Context: an optimization exercise on an open-source flow, tuned for small area and a short achievable clock period. The choices shown serve that exercise and are no tape-out recipe. Function was checked by simulation only, so behaviour that the tests miss may differ from the original.

Design sig_altmult_add, start of the top module:
module sig_altmult_add
(
	input signed [15:0] dataa, datab, datac, datad,
	input 		clock, aclr,
	output reg 	[32:0] result
);
Settings: LEC_CHECK=0, CAP_MARGIN=20, CORE_MARGIN=2, CORE_UTILIZATION=40, SETUP_SLACK_MARGIN=3.95, SLEW_MARGIN=20; clock period 7.0 ns.
standard.sh (not shown) runs the stock make flow with config.mk's settings and CLKGATE_MAP_FILE= SYNTH_SCRIPT=/design/flow/synth_recipe.tcl, a recipe that flattens the netlist after the stock synthesis.
==> flow/flow/run.sh <==
#!/bin/bash
set -uo pipefail
here=$(pwd)
bash standard.sh "SYNTH_ARGS=-noabc" \
  "BUFFER_PORTS_ARGS=-buffer_cell sky130_fd_sc_hd__buf_1" \
  "POST_FLOORPLAN_TCL=$here/flow/upsize.tcl" finish > run_make.log 2>&1
status=$?
tail -20 run_make.log
exit $status
==> flow/flow/upsize.tcl <==
foreach inst [get_cells -quiet {a_r* c_r* m0_* m1_*}] {
  if {[get_property [get_lib_cells -of_objects $inst] name] == "sky130_fd_sc_hd__dfxtp_1"} {
    replace_cell $inst sky130_fd_sc_hd__dfxtp_4
  }
}
The baseline completed without violations.
Change:
CORE_UTILIZATION = 55   (was 40)
Outcome: Area after synthesis does not change. Wire length drops by 1.0%. Setup slack gets worse by 0.066 ns. Die area came out lower by 27%. Global-route usage is higher by 7.2 points. Non-clock buffer count came out higher by 25. Maximum frequency decreases by 2.1%. Hold slack is better by 0.0067 ns. Via count came out higher by 0.41%.
Change:
--- a/flow/flow/upsize.tcl
+++ b/flow/flow/upsize.tcl
@@ -3 +3 @@
-    replace_cell $inst sky130_fd_sc_hd__dfxtp_4
+    replace_cell $inst sky130_fd_sc_hd__dfxtp_2
CORE_UTILIZATION = 40   (was 55)
=> Utilization decreases by 17 points. Area after synthesis stays the same. Routed wire length is higher by 2.1%. Final area is lower by 0.49%. Worst setup slack gains 0.053 ns.
Change:
--- a/flow/flow/upsize.tcl
+++ b/flow/flow/upsize.tcl
@@ -3 +3 @@
-    replace_cell $inst sky130_fd_sc_hd__dfxtp_2
+    replace_cell $inst sky130_fd_sc_hd__dfxtp_4
SETUP_SLACK_MARGIN = 4.1   (was 3.95)
After rerunning: Setup slack hardly moves; final area climbs by 5.9%; cell count climbs by 4.3%; clock skew stays flat; via count climbs by 3.1%; wire length climbs by 5.6%; hold slack gets better by 0.0078 ns.
Change:
==> flow/flow/run.sh (replaced) <==
#!/bin/bash
# The standard layout (standard.sh), with two changes: Yosys's generic
# pre-mapping abc pass is skipped (SYNTH_ARGS=-noabc) so the full adders it
# extracts keep their natural polarity, and the ports are buffered with
# buf_1 cells. The make output goes to run_make.log, each tool's log to
# orfs/logs/.
set -uo pipefail
bash standard.sh "SYNTH_ARGS=-noabc" "BUFFER_PORTS_ARGS=-buffer_cell sky130_fd_sc_hd__buf_1" finish > run_make.log 2>&1
status=$?
tail -20 run_make.log
exit $status
CTS_BUF_LIST = sky130_fd_sc_hd__clkbuf_8   (was default)
CTS_CLUSTER_DIAMETER = 60   (was default)
CTS_CLUSTER_SIZE = 16   (was default)
SETUP_SLACK_MARGIN = 3.95   (was 4.1)
removed: flow/flow/upsize.tcl
First-iteration DRC count shrinks by 3.2%.
Routed wire length shrinks by 2.7%.
Final area shrinks by 7.3%.
Critical path depth grows by 1.
Area after synthesis does not change.
Via count shrinks by 2.8%.

---

Another version of the RTL of sig_altmult_add (not shown whole).
Size: ~210 flip-flops, ~99 I/O pins, about 17000 µm² of cells after synthesis.
// sig_altmult_add
module sig_altmult_add
(
	input signed [15:0] dataa, datab, datac, datad,
	input 		clock, aclr,
	output reg 	[32:0] result
);
  reg [15:0] a_r, c_r;
  reg [7:0] m0_one_r, m0_two_r, m0_neg_r, m1_one_r, m1_two_r, m1_neg_r;
  reg [91:0] t_r;
  reg [32:0] s_r;
  reg v1, v2;
  wire [7:0] one0, two0, neg0;
  wire [7:0] one1, two1, neg1;
  wire m0_pp0_0;
  wire m0_pp0_1;
  wire m0_pp0_2;
  wire m0_pp0_3;
  wire m0_pp0_4;
  wire m0_pp0_5;
  wire m0_pp0_6;
  wire m0_pp0_7;
  wire m0_pp0_8;
  wire m0_pp0_9;
  wire m0_pp0_10;
  wire m0_pp0_11;
  wire m0_pp0_12;
  wire m0_pp0_13;
  wire m0_pp0_14;
  wire m0_pp0_15;
  wire m0_pp0_16;
  wire m0_pp1_0;
  wire m0_pp1_1;
  wire m0_pp1_2;
  wire m0_pp1_3;
  wire m0_pp1_4;
  wire m0_pp1_5;
  wire m0_pp1_6;
  wire m0_pp1_7;
  wire m0_pp1_8;
  wire m0_pp1_9;
  wire m0_pp1_10;
  wire m0_pp1_11;
  wire m0_pp1_12;
  wire m0_pp1_13;
  wire m0_pp1_14;
  wire m0_pp1_15;
  wire m0_pp1_16;
  wire m0_pp2_0;
  wire m0_pp2_1;
  wire m0_pp2_2;
  wire m0_pp2_3;
  wire m0_pp2_4;
  wire m0_pp2_5;
  wire m0_pp2_6;
  wire m0_pp2_7;
  wire m0_pp2_8;
  wire m0_pp2_9;
  wire m0_pp2_10;
  wire m0_pp2_11;
  wire m0_pp2_12;
  wire m0_pp2_13;
  wire m0_pp2_14;
  wire m0_pp2_15;
  wire m0_pp2_16;
  wire m0_pp3_0;
  wire m0_pp3_1;
  wire m0_pp3_2;
  wire m0_pp3_3;
  wire m0_pp3_4;
  wire m0_pp3_5;
  wire m0_pp3_6;
  wire m0_pp3_7;
  wire m0_pp3_8;
  wire m0_pp3_9;
  wire m0_pp3_10;
  wire m0_pp3_11;
  wire m0_pp3_12;
  wire m0_pp3_13;
  wire m0_pp3_14;
  wire m0_pp3_15;
  wire m0_pp3_16;
  wire m0_pp4_0;
  wire m0_pp4_1;
  wire m0_pp4_2;
  wire m0_pp4_3;
  wire m0_pp4_4;
  wire m0_pp4_5;
  wire m0_pp4_6;
  wire m0_pp4_7;
  wire m0_pp4_8;
  wire m0_pp4_9;
  wire m0_pp4_10;
  wire m0_pp4_11;
  wire m0_pp4_12;
  wire m0_pp4_13;
  wire m0_pp4_14;
  wire m0_pp4_15;
  wire m0_pp4_16;
  wire m0_pp5_0;
  wire m0_pp5_1;
  wire m0_pp5_2;
  wire m0_pp5_3;
  wire m0_pp5_4;
  wire m0_pp5_5;
  wire m0_pp5_6;
  wire m0_pp5_7;
  wire m0_pp5_8;
  wire m0_pp5_9;
  wire m0_pp5_10;
  wire m0_pp5_11;
  wire m0_pp5_12;
  wire m0_pp5_13;
  wire m0_pp5_14;
  wire m0_pp5_15;
  wire m0_pp5_16;
  wire m0_pp6_0;
  wire m0_pp6_1;
  wire m0_pp6_2;
  wire m0_pp6_3;
  wire m0_pp6_4;
  wire m0_pp6_5;
  wire m0_pp6_6;
  wire m0_pp6_7;
  wire m0_pp6_8;
  wire m0_pp6_9;
  ...
export LEC_CHECK = 0
export CAP_MARGIN = 20
export CORE_MARGIN = 2
export CORE_UTILIZATION = 40
export CTS_BUF_LIST = sky130_fd_sc_hd__clkbuf_16
export CTS_CLUSTER_DIAMETER = 120
export CTS_CLUSTER_SIZE = 33
export SETUP_SLACK_MARGIN = 3.95
export SLEW_MARGIN = 20
create_clock -name core_clock -period 7.0 [get_ports {clock}]
==> flow/flow/run.sh <==
#!/bin/bash
set -uo pipefail
here=$(pwd)
bash standard.sh "SYNTH_ARGS=-noabc" \
  "BUFFER_PORTS_ARGS=-buffer_cell sky130_fd_sc_hd__buf_1" \
  "POST_FLOORPLAN_TCL=$here/flow/upsize.tcl" finish > run_make.log 2>&1
status=$?
tail -20 run_make.log
exit $status
==> flow/flow/upsize.tcl <==
foreach inst [get_cells -quiet {a_r* c_r* m0_* m1_*}] {
  if {[get_property [get_lib_cells -of_objects $inst] name] == "sky130_fd_sc_hd__dfxtp_1"} {
    replace_cell $inst sky130_fd_sc_hd__dfxtp_4
  }
}
Change:
--- a/flow/config.mk
+++ b/flow/config.mk
@@ -11,4 +11,5 @@
 export CTS_BUF_LIST = sky130_fd_sc_hd__clkbuf_16
-export CTS_CLUSTER_DIAMETER = 120
-export CTS_CLUSTER_SIZE = 33
+export CTS_CLUSTER_DIAMETER = 100
+export CTS_CLUSTER_SIZE = 28
+export GPL_ROUTABILITY_DRIVEN = 0
 export SETUP_SLACK_MARGIN = 3.95
The changed run completed with no timing, DRC or antenna violations.
Design area is higher by 0.37%.
Synthesized area does not change.
First-iteration DRC count went down by about 9%.
Wire length decreases by about 0.7%.
Change:
--- a/flow/config.mk
+++ b/flow/config.mk
@@ -13,4 +13,3 @@
 export CTS_CLUSTER_SIZE = 28
-export GPL_ROUTABILITY_DRIVEN = 0
-export SETUP_SLACK_MARGIN = 3.95
+export SETUP_SLACK_MARGIN = 4.1
 export SLEW_MARGIN = 20
Result: The changed run finished with timing, DRC and antenna clean; synthesized area does not change; critical path depth shrinks by 1; register-to-register slack gains 0.04 ns; clock skew stays flat; wire length grows by 5.2%.
Change:
--- a/flow/config.mk
+++ b/flow/config.mk
@@ -13,3 +13,3 @@
 export CTS_CLUSTER_SIZE = 28
-export SETUP_SLACK_MARGIN = 4.1
+export SETUP_SLACK_MARGIN = 3.85
 export SLEW_MARGIN = 20
The changed run finished clean.
Final cell count came out lower by a few percent.
Worst setup slack degrades by 0.077 ns.
Area after synthesis stays the same.
Global-route usage came out lower by 0.46 points.
Change:
--- a/flow/config.mk
+++ b/flow/config.mk
@@ -13,3 +13,3 @@
 export CTS_CLUSTER_SIZE = 28
-export SETUP_SLACK_MARGIN = 3.85
+export SETUP_SLACK_MARGIN = 4.0
 export SLEW_MARGIN = 20
After rerunning: The changed run produced a clean layout; cell count rises by 1.3%; utilization rises by 1.2 points; synthesized area is unchanged; cell area rises by 2.7%; synthesized cell count does not change; via count rises by 1.3%; worst hold slack is worse by 0.011 ns; die area does not change; setup slack is better by 0.089 ns; global-route usage barely changes.

[static timing again, ports no longer ideal]
The results above use ideal ports. As a check the final layouts listed here were re-extracted and re-timed, cells and wires unchanged.
Step 1 sets driving cells, clkbuf_16 on the clock port and buf_2 on the other inputs (assumed; they add their load-dependent delay and slew).
Step 2 adds t to the input delays and takes it off the output delays; t is the mean of the earliest and latest rising clock arrival at the registers after step 1. Input paths then give back, and output paths get back, about the clock's delay inside the block.
a / b / c = ideal / step 1 / step 2; a / b = the first two.
run | shift t [ns] | setup WS [ns] | worst slew at a driven data input, ns
the first run of note 1 | 0.584 | 3.955 / 3.955 / 3.955 | 0.05
the second run of note 1 | 0.587 | 3.889 / 3.889 / 3.889 | 0.04
the third run of note 1 | 0.571 | 3.942 / 3.942 / 3.942 | 0.05
the fourth run of note 1 | 0.577 | 3.943 / 3.943 / 3.943 | 0.05
the fifth run of note 1 | 0.621 | 3.881 / 3.881 / 3.881 | 0.05
the first run of note 2 | 0.536 | 4.026 / 4.026 / 4.026 | 0.05
the second run of note 2 | 0.546 | 4.001 / 4.001 / 4.001 | 0.05
the third run of note 2 | 0.545 | 4.041 / 4.041 / 4.041 | 0.05
the fourth run of note 2 | 0.552 | 3.964 / 3.964 / 3.964 | 0.05
the fifth run of note 2 | 0.544 | 4.053 / 4.053 / 4.053 | 0.05
After both steps setup and hold are still met in every run listed.
